This design comes from an exercise in tuning for small area and a short achievable clock period on the open sky130 flow, not from production work.
The RTL was checked by simulation tests, not by an equivalence proof against the original design.

Design gg_deblock_filter_top, start of the top module:
module gg_deblock_filter_top (
    input  logic         clk,
    input  logic [511:0] blki_d,
    input  logic [17:0]  bs_d,
    input  logic [23:0]  qpz_d,
    input  logic [4:0]   FilterOffsetA_d,
    input  logic [4:0]   FilterOffsetB_d,
    input  logic         ch_flag_d,
    output logic [511:0] blko_q
);
==> module gg_deblock_filter_top, before the edit <==
module gg_deblock_filter_top (
    input  logic         clk,
    input  logic [511:0] blki_d,
    input  logic [17:0]  bs_d,
    input  logic [23:0]  qpz_d,
    input  logic [4:0]   FilterOffsetA_d,
    input  logic [4:0]   FilterOffsetB_d,
    input  logic         ch_flag_d,
    output logic [511:0] blko_q
);
    logic [0:3][0:15][7:0] blki_w;
    logic [0:3][5:0]       qpz_w;
    logic [0:2][0:1][2:0]  bs_w;
    logic [0:2][6:0]       tA_w, tB_w;
    logic [0:2][41:0]      thr_w;
    logic [0:2][0:1][14:0] tcs_w;
    logic [0:2][0:1]       is4_w, is13_w;
    logic [0:3][4:0]       vflg_w;
    assign blki_w = blki_d;
    assign qpz_w  = qpz_d;
    assign bs_w   = bs_d;
    gg_deblock_index _idx (
        .qpz(qpz_w), .FilterOffsetA(FilterOffsetA_d), .FilterOffsetB(FilterOffsetB_d),
        .ch_flag(ch_flag_d), .tA(tA_w), .tB(tB_w)
    );
    gg_deblock_params _par1 (
        .tA(tA_w), .tB(tB_w), .bs(bs_w),
        .thr(thr_w), .tcs(tcs_w), .is4(is4_w), .is13(is13_w)
    );
    gg_deblock_stage1 _st1 (
        .blki ( blki_w ), .thr ( thr_w ), .is4 ( is4_w ), .is13 ( is13_w ), .vflg ( vflg_w )
    );
    logic [0:3][0:15][7:0] blki;
    logic [0:2][6:0]       tA, tB;
    logic [0:2][0:1][2:0]  bs;
    logic                  ch_flag;
    logic [0:3][4:0]       vflg;
    logic [0:1][14:0]      tcs0;
    always_ff @(posedge clk) begin
        blki    <= blki_d;
        tA      <= tA_w;
        tB      <= tB_w;
        bs      <= bs_d;
        ch_flag <= ch_flag_d;
        vflg    <= vflg_w;
        tcs0    <= tcs_w[0];
    end
    logic [0:2][41:0]      thr;
    logic [0:2][0:1][14:0] tcs, tcs_s2;
    logic [0:2][0:1]       is4, is13;
    logic [0:3][0:15][7:0] blkm_w;
    logic [0:7][4:0]       hflg_w;
    logic [0:7][17:0]      hclp_w;
    gg_deblock_params _par2 (
        .tA(tA), .tB(tB), .bs(bs),
        .thr(thr), .tcs(tcs), .is4(is4), .is13(is13)
    );
    assign tcs_s2 = { tcs0, tcs[1], tcs[2] };
    gg_deblock_stage2 _st2 (
        .blki ( blki ), .blkm ( blkm_w ),
        .thr ( thr ), .tcs ( tcs_s2 ), .is4 ( is4 ), .is13 ( is13 ),
        .ch_flag ( ch_flag ), .vflg ( vflg ), .hflg ( hflg_w ), .hclp ( hclp_w )
    );
    logic [0:3][0:15][7:0] blkm;
    logic [0:7][4:0]       hflg;
    logic [0:7][17:0]      hclp;
    logic [1:2][0:1][14:0] tcs_h;
    logic                  ch_flag_h;
    always_ff @(posedge clk) begin
        blkm      <= blkm_w;
        hflg      <= hflg_w;
        hclp      <= hclp_w;
        tcs_h     <= tcs[1:2];
        ch_flag_h <= ch_flag;
    end
    logic [0:3][0:15][7:0] blko;
    gg_deblock_stage3 _st3 (
        .blkm ( blkm ), .blko ( blko ), .tcs ( tcs_h ), .ch_flag ( ch_flag_h ),
        .hflg ( hflg ), .hclp ( hclp )
    );
    assign blko_q = blko;
endmodule
clock: 27.0 ns
lec_check: 0
abc_area: 1
cap_margin: 20
core_margin: 2
core_utilization: 30
place_density: 0.35
slew_margin: 20
run.sh (not shown) runs the stock make flow with config.mk's settings and CLKGATE_MAP_FILE= SYNTH_SCRIPT=/design/flow/synth_recipe.tcl, a recipe that flattens the netlist after the stock synthesis.
The baseline finished clean.
Change:
--- a/flow/design.v
+++ b/flow/design.v
@@ -987,32 +987,29 @@
     logic [0:2][6:0]       tA, tB;
     logic [0:2][0:1][2:0]  bs;
     logic                  ch_flag;
     logic [0:3][4:0]       vflg;
-    logic [0:1][14:0]      tcs0;
     always_ff @(posedge clk) begin
         blki    <= blki_d;
         tA      <= tA_w;
         tB      <= tB_w;
         bs      <= bs_d;
         ch_flag <= ch_flag_d;
         vflg    <= vflg_w;
-        tcs0    <= tcs_w[0];
     end
     logic [0:2][41:0]      thr;
-    logic [0:2][0:1][14:0] tcs, tcs_s2;
+    logic [0:2][0:1][14:0] tcs;
     logic [0:2][0:1]       is4, is13;
     logic [0:3][0:15][7:0] blkm_w;
     logic [0:7][4:0]       hflg_w;
     logic [0:7][17:0]      hclp_w;
     gg_deblock_params _par2 (
         .tA(tA), .tB(tB), .bs(bs),
         .thr(thr), .tcs(tcs), .is4(is4), .is13(is13)
     );
-    assign tcs_s2 = { tcs0, tcs[1], tcs[2] };
     gg_deblock_stage2 _st2 (
         .blki ( blki ), .blkm ( blkm_w ),
-        .thr ( thr ), .tcs ( tcs_s2 ), .is4 ( is4 ), .is13 ( is13 ),
+        .thr ( thr ), .tcs ( tcs ), .is4 ( is4 ), .is13 ( is13 ),
         .ch_flag ( ch_flag ), .vflg ( vflg ), .hflg ( hflg_w ), .hclp ( hclp_w )
     );
     logic [0:3][0:15][7:0] blkm;
     logic [0:7][4:0]       hflg;
Utilization barely changes.
Final cell count barely changes.
Non-clock buffer count rises by 9.
Worst setup slack degrades by 0.94 ns.
Final area barely changes.

afterwards: timing with drivers on the ports:
How much do the figures lean on ideal ports? The routed layouts below were timed once more, with nothing changed but the port constraints. Step 1, drivers: a clkbuf_16 drives clk and a buf_2 each remaining input, both assumed. Step 2 also shifts input and output timing later by t, the mid clock arrival at the registers, as if the neighbouring blocks saw the same clock. Three values: ideal ports, drivers, drivers and shift; two values: the first two.
run	t (ns)	slack for setup (ns)	hold WS [ns]
the first run	1.111	14.688 / 14.688 / 13.970	0.314 / 0.314 / 0.314
the second run	1.110	13.752 / 13.752 / 13.752	0.298 / 0.298 / 0.298
After both steps every run listed still meets setup and hold. The setup slack of the first run, which loses most, moves by 0.000 ns with the drivers and by -0.718 ns with both steps.
